From an optimization exercise on the open Yosys and OpenROAD flow, aimed at small area; shortcuts taken in it are not production practice.
Function was checked by simulation only, so behaviour that the tests miss may differ from the original.
Power is estimated from default activity; no workload was simulated.

==> harbor <==
==> flow/design.v <==
module events_to_apb (
  input   logic         clk,
  input   logic         reset,
  input   logic         event_a_i,
  input   logic         event_b_i,
  input   logic         event_c_i,
  output  logic         apb_psel_o,
  output  logic         apb_penable_o,
  output  logic [31:0]  apb_paddr_o,
  output  logic         apb_pwrite_o,
  output  logic [31:0]  apb_pwdata_o,
  input   logic         apb_pready_i
);
  localparam CNT_W = 16;
  logic [1:0] src_q;
  logic acc_q;
  logic a_pending, b_pending, c_pending;
  logic [CNT_W-1:0] a_events, b_events, c_events;
  logic [CNT_W-1:0] wdata;
  wire busy  = src_q[1] | src_q[0];
  wire sa = src_q[1] & src_q[0];
  wire sb = ~src_q[1] & src_q[0];
  wire sc = src_q[1] & ~src_q[0];
  wire idle  = ~busy;
  wire take_a = event_a_i;
  wire take_b = ~event_a_i & event_b_i;
  wire take_c = ~event_a_i & ~event_b_i & event_c_i;
  wire any_ev = event_a_i | event_b_i | event_c_i;
  wire tr_a = take_a | (~any_ev & a_pending);
  wire tr_b = take_b | (~any_ev & ~a_pending & b_pending);
  wire tr_c = take_c | (~any_ev & ~a_pending & ~b_pending & c_pending);
  wire set_a = sa & ~acc_q;
  wire set_b = sb & ~acc_q;
  wire set_c = sc & ~acc_q;
  wire za = reset | set_a;
  wire zb = reset | set_b;
  wire zc = reset | set_c;
  wire ia = ~reset & take_a;
  wire ib = ~reset & take_b;
  wire ic = ~reset & take_c;
  logic [CNT_W-1:0] ta, tb, tc;
  logic [CNT_W-1:0] na, nb, nc;
  always_comb begin
    ta[0] = ia;
    tb[0] = ib;
    tc[0] = ic;
    for (int k = 1; k < CNT_W; k++) begin
      ta[k] = ta[k-1] & a_events[k-1];
      tb[k] = tb[k-1] & b_events[k-1];
      tc[k] = tc[k-1] & c_events[k-1];
    end
    na[0] = za ? ia : (a_events[0] ^ ia);
    nb[0] = zb ? ib : (b_events[0] ^ ib);
    nc[0] = zc ? ic : (c_events[0] ^ ic);
    for (int k = 1; k < CNT_W; k++) begin
      na[k] = ~za & (a_events[k] ^ ta[k]);
      nb[k] = ~zb & (b_events[k] ^ tb[k]);
      nc[k] = ~zc & (c_events[k] ^ tc[k]);
    end
  end
  wire la    = ~reset & set_a;
  wire lb    = ~reset & set_b;
  wire lc    = ~reset & set_c;
  wire hold  = ~reset & ~(set_a | set_b | set_c);
  wire [CNT_W-1:0] nw = ({CNT_W{la}} & a_events) | ({CNT_W{lb}} & b_events) |
                        ({CNT_W{lc}} & c_events) | ({CNT_W{hold}} & wdata);
  always_ff @(posedge clk) begin
    a_events <= na;
    b_events <= nb;
    c_events <= nc;
    wdata    <= nw;
  end
  wire done = acc_q & apb_pready_i;
  always_ff @(posedge clk) begin
    if (reset) begin
      src_q <= 2'b00;
      acc_q <= 1'b0;
    end else if (idle) begin
      src_q <= tr_a ? 2'b11 : tr_b ? 2'b01 : tr_c ? 2'b10 : 2'b00;
    end else if (done) begin
      src_q <= 2'b00;
      acc_q <= 1'b0;
    end else begin
      acc_q <= 1'b1;
    end
  end
  always_ff @(posedge clk) begin
    if (reset) begin
      a_pending <= 1'b0;
      b_pending <= 1'b0;
      c_pending <= 1'b0;
    end else begin
      a_pending <= (a_pending & ~set_a) | (busy & take_a);
      b_pending <= (b_pending & ~set_b) | (busy & take_b);
      c_pending <= (c_pending & ~set_c) | (busy & take_c);
    end
  end
  assign apb_psel_o    = busy;
  assign apb_penable_o = acc_q;
  assign apb_pwrite_o  = acc_q;
  assign apb_pwdata_o  = {{(32-CNT_W){1'b0}}, wdata};
  always_comb begin
    if (!acc_q)
      apb_paddr_o = 32'h0;
    else if (sa)
      apb_paddr_o = 32'habba0000;
    else if (sb)
      apb_paddr_o = 32'hbaff0000;
    else
      apb_paddr_o = 32'hcafe0000;
  end
endmodule
==> flow/flow/run.sh <==
#!/bin/bash
# Layout flow: the standard ORFS flow (standard.sh) with
#  - synthesis through synth_recipe.tcl, but with an area-oriented ABC script,
#    no xor2/xnor2 cells in ABC's mapping, and no yosys full/half-adder
#    extraction (ADDER_MAP_FILE empty), so ABC maps the counters;
#  - sky130_fd_sc_hd__buf_1 as the port buffer cell;
#  - a clock tree of clkbuf_4 cells, without dummy load cells;
#  - one tie cell for the constant outputs (no tie fanout repair).
# Each tool's log stays in orfs/logs/; make's own output goes to flow_make.log.
set -euo pipefail
W=$(pwd)
export OWN_WORK="$W"
export OWN_ABC_SCRIPT="$W/flow/abc_area.script"
export OWN_ABC_DONTUSE="sky130_fd_sc_hd__xor2_1 sky130_fd_sc_hd__xnor2_1"
export BUFFER_PORTS_ARGS="-buffer_cell sky130_fd_sc_hd__buf_1"
export CTS_ARGS="-sink_clustering_enable -repair_clock_nets -dont_use_dummy_load -buf_list {sky130_fd_sc_hd__clkbuf_4} -root_buf sky130_fd_sc_hd__clkbuf_4 -sink_clustering_size 30 -sink_clustering_max_diameter 100"
export SKIP_REPAIR_TIE_FANOUT=1
bash standard.sh SYNTH_SCRIPT="$W/flow/own_synth.tcl" ADDER_MAP_FILE= finish > "$W/flow_make.log" 2>&1
==> flow/flow/abc_area.script <==
&get -n
&st
&dch -f
&nf -R 1000 -p
&put
topo
==> flow/flow/own_synth.tcl <==
# The standard synthesis (synth_recipe.tcl, unchanged), except for the
# ABC mapping step: it reads an area-oriented ABC script and may leave out
# some more cells (OWN_ABC_DONTUSE). Flip-flops are mapped before ABC runs,
# so the registers are the standard synthesis's.
proc abc {args} {
  set i [lsearch -exact $args -script]
  if {$i >= 0} {
    set args [lreplace $args [expr {$i + 1}] [expr {$i + 1}] $::env(OWN_ABC_SCRIPT)]
  }
  if {[info exists ::env(OWN_ABC_DONTUSE)]} {
    foreach c $::env(OWN_ABC_DONTUSE) { lappend args -dont_use $c }
  }
  yosys abc {*}$args
}
source $::env(OWN_WORK)/synth_recipe.tcl
==> flow/standard.sh <==
#!/bin/bash
# synth_recipe.tcl (not shown) runs the flow's synth.tcl, then flattens the netlist and writes it again
# the make line also repeats each setting of config.mk as NAME=value (left out here)
make -C /OpenROAD-flow-scripts/flow DESIGN_CONFIG=/design/flow/config.mk WORK_HOME=/design/flow/orfs CLKGATE_MAP_FILE= SYNTH_SCRIPT=/design/flow/synth_recipe.tcl "${@:-finish}"
==> flow/config.mk <==
export PLATFORM = sky130hd
export DESIGN_NAME = events_to_apb
export DESIGN_NICKNAME = events_to_apb
export VERILOG_FILES = /design/flow/design.v
export SDC_FILE = /design/flow/constraint.sdc
export NUM_CORES = 4
export LEC_CHECK = 0
export CAP_MARGIN = 20
export CORE_MARGIN = 2
export CORE_UTILIZATION = 70
export SLEW_MARGIN = 20
==> flow/constraint.sdc <==
create_clock -name core_clock -period 5.0 [get_ports {clk}]
set_input_delay 1.0000 -clock core_clock [delete_from_list [all_inputs] [get_ports {clk}]]
set_output_delay 1.0000 -clock core_clock [all_outputs]
set_load 0.01 [all_outputs]
==> willow (differences from harbor) <==
--- a/flow/design.v
+++ b/flow/design.v
@@ -14,4 +14,5 @@
   localparam CNT_W = 16;
+  logic sel_q;
+  logic en_q;
   logic [1:0] src_q;
-  logic acc_q;
   logic a_pending, b_pending, c_pending;
@@ -19,7 +20,5 @@
   logic [CNT_W-1:0] wdata;
-  wire busy  = src_q[1] | src_q[0];
-  wire sa = src_q[1] & src_q[0];
-  wire sb = ~src_q[1] & src_q[0];
-  wire sc = src_q[1] & ~src_q[0];
-  wire idle  = ~busy;
+  wire idle   = ~sel_q;
+  wire setup  = sel_q & ~en_q;
+  wire access = en_q;
   wire take_a = event_a_i;
@@ -31,8 +30,9 @@
   wire tr_c = take_c | (~any_ev & ~a_pending & ~b_pending & c_pending);
-  wire set_a = sa & ~acc_q;
-  wire set_b = sb & ~acc_q;
-  wire set_c = sc & ~acc_q;
-  wire za = reset | set_a;
-  wire zb = reset | set_b;
-  wire zc = reset | set_c;
+  wire start = any_ev | a_pending | b_pending | c_pending;
+  wire src_a = (src_q == 2'd0);
+  wire src_b = (src_q == 2'd1);
+  wire src_c = (src_q == 2'd2);
+  wire za = reset | (setup & src_a);
+  wire zb = reset | (setup & src_b);
+  wire zc = reset | (setup & src_c);
   wire ia = ~reset & take_a;
@@ -60,6 +60,7 @@
   end
-  wire la    = ~reset & set_a;
-  wire lb    = ~reset & set_b;
-  wire lc    = ~reset & set_c;
-  wire hold  = ~reset & ~(set_a | set_b | set_c);
+  wire ld    = ~reset & setup;
+  wire la    = ld & src_a;
+  wire lb    = ld & src_b;
+  wire lc    = ld & src_c;
+  wire hold  = ~reset & ~setup;
   wire [CNT_W-1:0] nw = ({CNT_W{la}} & a_events) | ({CNT_W{lb}} & b_events) |
@@ -72,15 +73,18 @@
   end
-  wire done = acc_q & apb_pready_i;
   always_ff @(posedge clk) begin
     if (reset) begin
-      src_q <= 2'b00;
-      acc_q <= 1'b0;
+      sel_q <= 1'b0;
+      en_q  <= 1'b0;
     end else if (idle) begin
-      src_q <= tr_a ? 2'b11 : tr_b ? 2'b01 : tr_c ? 2'b10 : 2'b00;
-    end else if (done) begin
-      src_q <= 2'b00;
-      acc_q <= 1'b0;
-    end else begin
-      acc_q <= 1'b1;
+      sel_q <= start;
+    end else if (setup) begin
+      en_q  <= 1'b1;
+    end else if (apb_pready_i) begin
+      sel_q <= 1'b0;
+      en_q  <= 1'b0;
     end
+  end
+  always_ff @(posedge clk) begin
+    if (idle)
+      src_q <= tr_b ? 2'd1 : (tr_c ? 2'd2 : 2'd0);
   end
@@ -91,18 +95,22 @@
       c_pending <= 1'b0;
+    end else if (idle) begin
+      a_pending <= a_pending & ~tr_a;
+      b_pending <= b_pending & ~tr_b;
+      c_pending <= c_pending & ~tr_c;
     end else begin
-      a_pending <= (a_pending & ~set_a) | (busy & take_a);
-      b_pending <= (b_pending & ~set_b) | (busy & take_b);
-      c_pending <= (c_pending & ~set_c) | (busy & take_c);
+      a_pending <= a_pending | take_a;
+      b_pending <= b_pending | take_b;
+      c_pending <= c_pending | take_c;
     end
   end
-  assign apb_psel_o    = busy;
-  assign apb_penable_o = acc_q;
-  assign apb_pwrite_o  = acc_q;
+  assign apb_psel_o    = sel_q;
+  assign apb_penable_o = en_q;
+  assign apb_pwrite_o  = en_q;
   assign apb_pwdata_o  = {{(32-CNT_W){1'b0}}, wdata};
   always_comb begin
-    if (!acc_q)
+    if (!access)
       apb_paddr_o = 32'h0;
-    else if (sa)
+    else if (src_a)
       apb_paddr_o = 32'habba0000;
-    else if (sb)
+    else if (src_b)
       apb_paddr_o = 32'hbaff0000;
==> flow/flow/run.sh (replaced) <==
#!/bin/bash
# Layout flow: the standard ORFS flow with
#  - synthesis through synth_recipe.tcl with an area-oriented ABC script,
#  - sky130_fd_sc_hd__buf_1 as the port buffer cell,
#  - a clock tree built from clkbuf_4 cells, without dummy load cells.
# Each tool's log stays in orfs/logs/; make's own output goes to flow_make.log.
set -euo pipefail
W=$(pwd)
export OWN_WORK="$W"
export OWN_ABC_SCRIPT="$W/flow/abc_area.script"
export BUFFER_PORTS_ARGS="-buffer_cell sky130_fd_sc_hd__buf_1"
export CTS_ARGS="-sink_clustering_enable -repair_clock_nets -dont_use_dummy_load -buf_list {sky130_fd_sc_hd__clkbuf_4} -root_buf sky130_fd_sc_hd__clkbuf_4 -sink_clustering_size 30 -sink_clustering_max_diameter 100"
bash standard.sh SYNTH_SCRIPT="$W/flow/own_synth.tcl" finish > "$W/flow_make.log" 2>&1
==> flow/flow/abc_area.script (replaced) <==
&get -n
&st
&syn2
&dch -f
&nf -R 1000
&put
topo
==> flow/flow/own_synth.tcl (replaced) <==
# The standard synthesis (synth_recipe.tcl, unchanged), except that the
# ABC mapping step reads an area-oriented ABC script. Flip-flops are mapped
# before ABC runs, so the registers are the standard synthesis's.
proc abc {args} {
  set i [lsearch -exact $args -script]
  if {$i >= 0} {
    set args [lreplace $args [expr {$i + 1}] [expr {$i + 1}] $::env(OWN_ABC_SCRIPT)]
  }
  yosys abc {*}$args
}
source $::env(OWN_WORK)/synth_recipe.tcl
--- a/flow/config.mk
+++ b/flow/config.mk
@@ -9,3 +9,3 @@
 export CORE_MARGIN = 2
-export CORE_UTILIZATION = 70
+export CORE_UTILIZATION = 40
 export SLEW_MARGIN = 20
==> ember (differences from harbor) <==
--- a/flow/design.v
+++ b/flow/design.v
@@ -14,3 +14,3 @@
   localparam CNT_W = 16;
-  logic [1:0] src_q;
+  logic sa, sb, sc;
   logic acc_q;
@@ -19,6 +19,3 @@
   logic [CNT_W-1:0] wdata;
-  wire busy  = src_q[1] | src_q[0];
-  wire sa = src_q[1] & src_q[0];
-  wire sb = ~src_q[1] & src_q[0];
-  wire sc = src_q[1] & ~src_q[0];
+  wire busy  = sa | sb | sc;
   wire idle  = ~busy;
@@ -75,11 +72,15 @@
     if (reset) begin
-      src_q <= 2'b00;
+      sa    <= 1'b0;
+      sb    <= 1'b0;
+      sc    <= 1'b0;
       acc_q <= 1'b0;
     end else if (idle) begin
-      src_q <= tr_a ? 2'b11 : tr_b ? 2'b01 : tr_c ? 2'b10 : 2'b00;
-    end else if (done) begin
-      src_q <= 2'b00;
-      acc_q <= 1'b0;
+      sa    <= tr_a;
+      sb    <= tr_b;
+      sc    <= tr_c;
     end else begin
-      acc_q <= 1'b1;
+      sa    <= sa & ~done;
+      sb    <= sb & ~done;
+      sc    <= sc & ~done;
+      acc_q <= ~done;
     end
==> flow/flow/run.sh (replaced) <==
#!/bin/bash
# Layout flow: the standard ORFS flow with
#  - synthesis through synth_recipe.tcl with an area-oriented ABC script,
#  - sky130_fd_sc_hd__buf_1 as the port buffer cell,
#  - a clock tree built from clkbuf_4 cells, without dummy load cells.
# Each tool's log stays in orfs/logs/; make's own output goes to flow_make.log.
set -euo pipefail
W=$(pwd)
export OWN_WORK="$W"
export OWN_ABC_SCRIPT="$W/flow/abc_area.script"
export BUFFER_PORTS_ARGS="-buffer_cell sky130_fd_sc_hd__buf_1"
export CTS_ARGS="-sink_clustering_enable -repair_clock_nets -dont_use_dummy_load -buf_list {sky130_fd_sc_hd__clkbuf_4} -root_buf sky130_fd_sc_hd__clkbuf_4 -sink_clustering_size 30 -sink_clustering_max_diameter 100"
bash standard.sh SYNTH_SCRIPT="$W/flow/own_synth.tcl" finish > "$W/flow_make.log" 2>&1
==> flow/flow/abc_area.script (replaced) <==
&get -n
&st
&syn2
&dch -f
&nf -R 1000
&put
topo
==> flow/flow/own_synth.tcl (replaced) <==
# The standard synthesis (synth_recipe.tcl, unchanged), except that the
# ABC mapping step reads an area-oriented ABC script. Flip-flops are mapped
# before ABC runs, so the registers are the standard synthesis's.
proc abc {args} {
  set i [lsearch -exact $args -script]
  if {$i >= 0} {
    set args [lreplace $args [expr {$i + 1}] [expr {$i + 1}] $::env(OWN_ABC_SCRIPT)]
  }
  yosys abc {*}$args
}
source $::env(OWN_WORK)/synth_recipe.tcl
--- a/flow/config.mk
+++ b/flow/config.mk
@@ -9,3 +9,3 @@
 export CORE_MARGIN = 2
-export CORE_UTILIZATION = 70
+export CORE_UTILIZATION = 40
 export SLEW_MARGIN = 20
==> comparison table <==
                                                                       willow        harbor         ember
Met1 GRT Util                                                          17.24%        32.30%        16.64%
Count of distinct cell types in the synthesized netlist                    23            23            21
Number of iterations in the first detailed-routing pass                     5             8             5
Clock Pin Slew Worst Setup and Hold Paths                             0.10 ns       0.08 ns       0.10 ns
Total number of clock tree sinks                                           71            70            71
Global-route wire length before repair                               9.149 mm      8.990 mm      9.011 mm
Run status                                           timing/DRC/antenna clean  timing/DRC/antenna clean  timing/DRC/antenna clean
Routed len/inst                                                      12.30 µm      14.54 µm      12.82 µm
Post-synth EDFFs                                                            2             0             0
Insertion delay of the later-clocked pin in the worst-skew pair       0.40 ns       0.41 ns       0.40 ns
PD cells                                                         269.0 nW/µm²  323.0 nW/µm²  288.2 nW/µm²
Number of signal-net inverters in the final layout                          1             2             2
Final worst slack                                                   0.8235 ns      1.254 ns     0.6898 ns
Post-DP HPWL                                                         4.102 mm      3.917 mm      3.983 mm
R2R setup slack                                                       1.50 ns       2.12 ns       1.51 ns
Total Routing Usage GR                                                 13.63%        26.38%        13.64%
Signal buffers share of area                                           5.793%        5.565%        5.092%

[what the ideal ports hide]
No port has a modelled driver above. Below, the same layouts with a new extraction and two added sets of constraints.
Step 1, drivers: a clkbuf_16 drives clk and a buf_2 each remaining input, both assumed.
Step 2 times the ports against the registers' clock, not the clock port: input delays grow and output delays shrink by t, the midpoint of the rising clock arrivals with the driver on.
Slacks: ideal / step 1 / step 2; pairs: ideal / step 1.
run | t (ns) | setup slack, ns | worst setup path at the end | clock arrival spread, ns
harbor | 0.422 | 1.254 / 1.258 / 0.836 | input to register | 0.026 / 0.026
willow | 0.415 | 0.823 / 0.829 / 0.414 | input to register | 0.024 / 0.025
ember | 0.418 | 0.690 / 0.690 / 0.272 | input to register | 0.023 / 0.022
After both steps every run listed still meets setup and hold.
